From an optimization exercise on the open Yosys and OpenROAD flow, aimed at small area; shortcuts taken in it are not production practice. Function was checked by simulation only, so behaviour that the tests miss may differ from the original. The clock port is modelled as an ideal driver, which makes a skipped or thinned clock tree look cheaper than it is; a real chip needs a root buffer or a tree. Power and IR drop assume default switching activity.

// coin_catcher_game
module coin_catcher_game(
	clk,
	reset,
	btn_left, btn_right,
	dot_row, dot_col,
	HEX_0, HEX_1, HEX_2, HEX_3, HEX_4, HEX_5
);
==> module game_core, before the edit <==
module game_core(clk, reset, en_score, en_upd, btn_l, btn_r, at_player, coin_here,
	player_x, coin_x, coin_y, coin_type, h0, h1);
input clk, reset, en_score, en_upd, btn_l, btn_r, at_player, coin_here;
output [2:0] player_x, coin_x;
output [3:0] coin_y;
output coin_type;
output [6:0] h0, h1;
wire caught;
reg hit;
always @(posedge clk)
	if (at_player)
		hit <= coin_here & (coin_y == 4'd15);
player_ctrl Player(.clk(clk), .en(en_upd), .reset(reset),
	.btn_l(btn_l), .btn_r(btn_r), .player_x_out(player_x));
coin_generator Coin(.clk(clk), .en(en_upd), .reset(reset), .hit(hit),
	.coin_x_out(coin_x), .coin_y_out(coin_y), .type_out(coin_type), .caught(caught));
score_keeper Score(.clk(clk), .en(en_score), .reset(reset),
	.hit(hit), .two(coin_type), .h0(h0), .h1(h1));
endmodule
==> module matrix_driver, before the edit <==
module matrix_driver(
	input clk,
	input en,
	input reset,
	input [2:0] player_x,
	input [2:0] coin_x,
	input [3:0] coin_y,
	input coin_type,
	output [7:0] row_out,
	output [15:0] col_out,
	output at_player,    
	output coin_here     
);
reg [2:0] pos;
reg valid;
always @(posedge clk or negedge reset)
begin
	if (!reset) begin
		pos <= 3'd7;
		valid <= 1'b0;
	end else if (en) begin
		pos <= pos + 3'd1;
		valid <= 1'b1;
	end
end
wire [2:0] dp = pos - player_x;
wire [2:0] dc = pos - coin_x;
wire side = (dp == 3'd1 || dp == 3'd7);
assign at_player = (dp == 3'd0);
wire pl = side || at_player;
wire cn = (dc == 3'd0) || (coin_type && dc == 3'd1);
assign coin_here = cn;
wire [15:0] coin_bits = cn ? (16'd1 << coin_y) : 16'd0;
assign col_out = coin_bits | {pl, side, 14'd0};
assign row_out = ~((8'd1 << pos) & {valid, 7'h7f});
endmodule
==> module coin_catcher_game, before the edit <==
module coin_catcher_game(
	clk,
	reset,
	btn_left, btn_right,
	dot_row, dot_col,
	HEX_0, HEX_1, HEX_2, HEX_3, HEX_4, HEX_5
);
input clk, reset, btn_left, btn_right;
output [7:0] dot_row;
output [15:0] dot_col;
output [6:0] HEX_0, HEX_1, HEX_2, HEX_3, HEX_4, HEX_5;
wire tick_scan, tick_game, tick_arm, tick_upd, tick_timer, sample;
freq_div Clocks(.clk(clk), .reset(reset),
	.tick_scan(tick_scan), .tick_game(tick_game), .tick_arm(tick_arm),
	.tick_upd(tick_upd), .tick_timer(tick_timer), .sample(sample));
wire over;
game_timer Timer(.clk(clk), .en(tick_timer), .reset(reset),
	.h4(HEX_4), .h5(HEX_5), .time_up(over));
wire step = tick_game & ~over;
wire upd = tick_upd & ~over;
wire db_l, db_r;
debounce BtnL(.clk(clk), .arm(tick_arm), .sample(sample), .btn_in(btn_left),  .btn_out(db_l));
debounce BtnR(.clk(clk), .arm(tick_arm), .sample(sample), .btn_in(btn_right), .btn_out(db_r));
wire [2:0] player_x, coin_x;
wire at_player, coin_here;
wire [3:0] coin_y;
wire coin_type;
game_core Game(
	.clk(clk), .reset(reset), .en_score(step), .en_upd(upd),
	.btn_l(db_l), .btn_r(db_r), .at_player(at_player), .coin_here(coin_here),
	.player_x(player_x), .coin_x(coin_x), .coin_y(coin_y), .coin_type(coin_type),
	.h0(HEX_0), .h1(HEX_1)
);
matrix_driver Matrix(
	.clk(clk), .en(tick_scan), .reset(reset),
	.player_x(player_x), .coin_x(coin_x), .coin_y(coin_y), .coin_type(coin_type),
	.row_out(dot_row), .col_out(dot_col),
	.at_player(at_player), .coin_here(coin_here)
);
assign HEX_2 = 7'b1111111;
assign HEX_3 = 7'b1111111;
endmodule
export LEC_CHECK = 0
export ABC_AREA = 1
export CAP_MARGIN = 20
export CORE_MARGIN = 2
export CORE_UTILIZATION = 70
export SLEW_MARGIN = 20
create_clock -name core_clock -period 10.0 [get_ports {clk}]
standard.sh (not shown) runs the stock make flow with config.mk's settings and CLKGATE_MAP_FILE= SYNTH_SCRIPT=/design/flow/synth_recipe.tcl, a recipe that flattens the netlist after the stock synthesis.
==> flow/flow/run.sh <==
#!/bin/bash
# Standard synthesis, then its combinational logic re-mapped for area
# (flip-flops kept), then the standard layout with the smallest buffer on
# the ports and one tie cell shared by the constant outputs. The clock tree is then rebuilt as four leaf buffers, each
# driving a cluster of about 20 flip-flops.
set -euo pipefail
export BUFFER_PORTS_ARGS="-buffer_cell sky130_fd_sc_hd__buf_1"
export CTS_ARGS="-sink_clustering_enable -repair_clock_nets -dont_use_dummy_load -buf_list {sky130_fd_sc_hd__clkbuf_4}"
bash standard.sh synth > synth.log 2>&1
R=orfs/results/sky130hd/coin_catcher_game/base
LIB=$FLOW_HOME/platforms/sky130hd/lib/sky130_fd_sc_hd__tt_025C_1v80.lib
DU=""
for c in $(make -s -C $FLOW_HOME DESIGN_CONFIG=$PWD/config.mk WORK_HOME=$PWD/orfs print-DONT_USE_CELLS 2>/dev/null | sed 's/^DONT_USE_CELLS: //'); do
  DU="$DU -dont_use $c"
done
cp $R/1_2_yosys.v $R/1_2_yosys_standard.v
sed -e "s#LIB#$LIB#g" -e "s#NETLIST#$R/1_2_yosys_standard.v#" -e "s#DONTUSE#$DU#" \
    -e "s#ABCSCRIPT#$PWD/flow/remap.abc#" -e "s#OUT#$R/1_2_yosys.v#" -e "s#TMP#$PWD/remap_tmp.v#" flow/remap.ys > remap_run.ys
yosys -s remap_run.ys > remap.log 2>&1
rm -f $R/1_synth.odb $R/1_synth.sdc
bash standard.sh floorplan > floorplan.log 2>&1
IN_ODB=$R/2_floorplan.odb OUT_ODB=$R/2_floorplan.odb openroad -no_init -exit flow/share_ties.tcl > share_ties.log 2>&1
bash standard.sh cts > place_cts.log 2>&1
LIB=$LIB IN_ODB=$R/4_cts.odb OUT_ODB=$R/4_cts.odb NLEAF=4 LEAF_BUF=sky130_fd_sc_hd__clkbuf_8 ROOT_BUF= \
  openroad -no_init -exit flow/clock_tree.tcl > clock_tree.log 2>&1
bash standard.sh finish > layout.log 2>&1
Other scripts of this flow, unchanged in this note and not shown: flow/flow/clock_tree.tcl, flow/flow/remap.abc, flow/flow/remap.ys, flow/flow/share_ties.tcl
Next try:
--- a/flow/design.v
+++ b/flow/design.v
@@ -174,7 +174,7 @@
   assign { h1[3], h1[1] } = { h1[0], 1'h0 };
 endmodule
-module game_core(clk, reset, en_score, en_upd, btn_l, btn_r, at_player, coin_here,
+module game_core(clk, reset, en_score, en_upd, btn_l, btn_r,
 	player_x, coin_x, coin_y, coin_type, h0, h1);
-input clk, reset, en_score, en_upd, btn_l, btn_r, at_player, coin_here;
+input clk, reset, en_score, en_upd, btn_l, btn_r;
 output [2:0] player_x, coin_x;
 output [3:0] coin_y;
@@ -182,8 +182,6 @@
 output [6:0] h0, h1;
 wire caught;
-reg hit;
-always @(posedge clk)
-	if (at_player)
-		hit <= coin_here & (coin_y == 4'd15);
+wire [2:0] dx = player_x - coin_x;
+wire hit = (coin_y == 4'd15) && ((dx == 3'd0) || (coin_type && dx == 3'd1));
 player_ctrl Player(.clk(clk), .en(en_upd), .reset(reset),
 	.btn_l(btn_l), .btn_r(btn_r), .player_x_out(player_x));
@@ -326,7 +324,5 @@
 	input coin_type,
 	output [7:0] row_out,
-	output [15:0] col_out,
-	output at_player,    
-	output coin_here     
+	output [15:0] col_out
 );
 reg [2:0] pos;
@@ -345,8 +341,6 @@
 wire [2:0] dc = pos - coin_x;
 wire side = (dp == 3'd1 || dp == 3'd7);
-assign at_player = (dp == 3'd0);
-wire pl = side || at_player;
+wire pl = side || (dp == 3'd0);
 wire cn = (dc == 3'd0) || (coin_type && dc == 3'd1);
-assign coin_here = cn;
 wire [15:0] coin_bits = cn ? (16'd1 << coin_y) : 16'd0;
 assign col_out = coin_bits | {pl, side, 14'd0};
@@ -377,10 +371,9 @@
 debounce BtnR(.clk(clk), .arm(tick_arm), .sample(sample), .btn_in(btn_right), .btn_out(db_r));
 wire [2:0] player_x, coin_x;
-wire at_player, coin_here;
 wire [3:0] coin_y;
 wire coin_type;
 game_core Game(
 	.clk(clk), .reset(reset), .en_score(step), .en_upd(upd),
-	.btn_l(db_l), .btn_r(db_r), .at_player(at_player), .coin_here(coin_here),
+	.btn_l(db_l), .btn_r(db_r),
 	.player_x(player_x), .coin_x(coin_x), .coin_y(coin_y), .coin_type(coin_type),
 	.h0(HEX_0), .h1(HEX_1)
@@ -389,6 +382,5 @@
 	.clk(clk), .en(tick_scan), .reset(reset),
 	.player_x(player_x), .coin_x(coin_x), .coin_y(coin_y), .coin_type(coin_type),
-	.row_out(dot_row), .col_out(dot_col),
-	.at_player(at_player), .coin_here(coin_here)
+	.row_out(dot_row), .col_out(dot_col)
 );
 assign HEX_2 = 7'b1111111;
After rerunning: The changed run finished clean; wire length stays flat; worst setup slack gets better by 0.051 ns; final area hardly moves; sequential power decreases by about 1%; total power decreases by 0.97%; worst hold slack barely changes; synthesized cell count increases by about 1.7%; global-route usage increases by 1.7 points; combinational power increases by about 0.7%; first-iteration DRC count increases by 7.6%; final cell count increases by 1.3%.
In every run of this note, the design's own scripts or RTL, not TritonCTS, make the clock network.

[what the ideal ports hide]
How much do the figures lean on ideal ports? The routed layouts below were timed once more, with nothing changed but the port constraints.
Step 1 assumes that a clkbuf_16 drives the clock port and a buf_2 every other input.
Step 2 also shifts input and output timing later by t, the mid clock arrival at the registers, as if the neighbouring blocks saw the same clock.
Slacks: ideal ports / drivers / drivers and shift; pairs: ideal ports / drivers.
| run | t, ns | setup slack, ns | worst setup path after step 2 |
|---|---|---|---|
| the first run | 0.215 | 5.533 / 5.478 / 5.693 | register to output |
| the second run | 0.215 | 5.584 / 5.528 / 5.744 | register to output |
After both steps setup and hold are still met in every run listed.
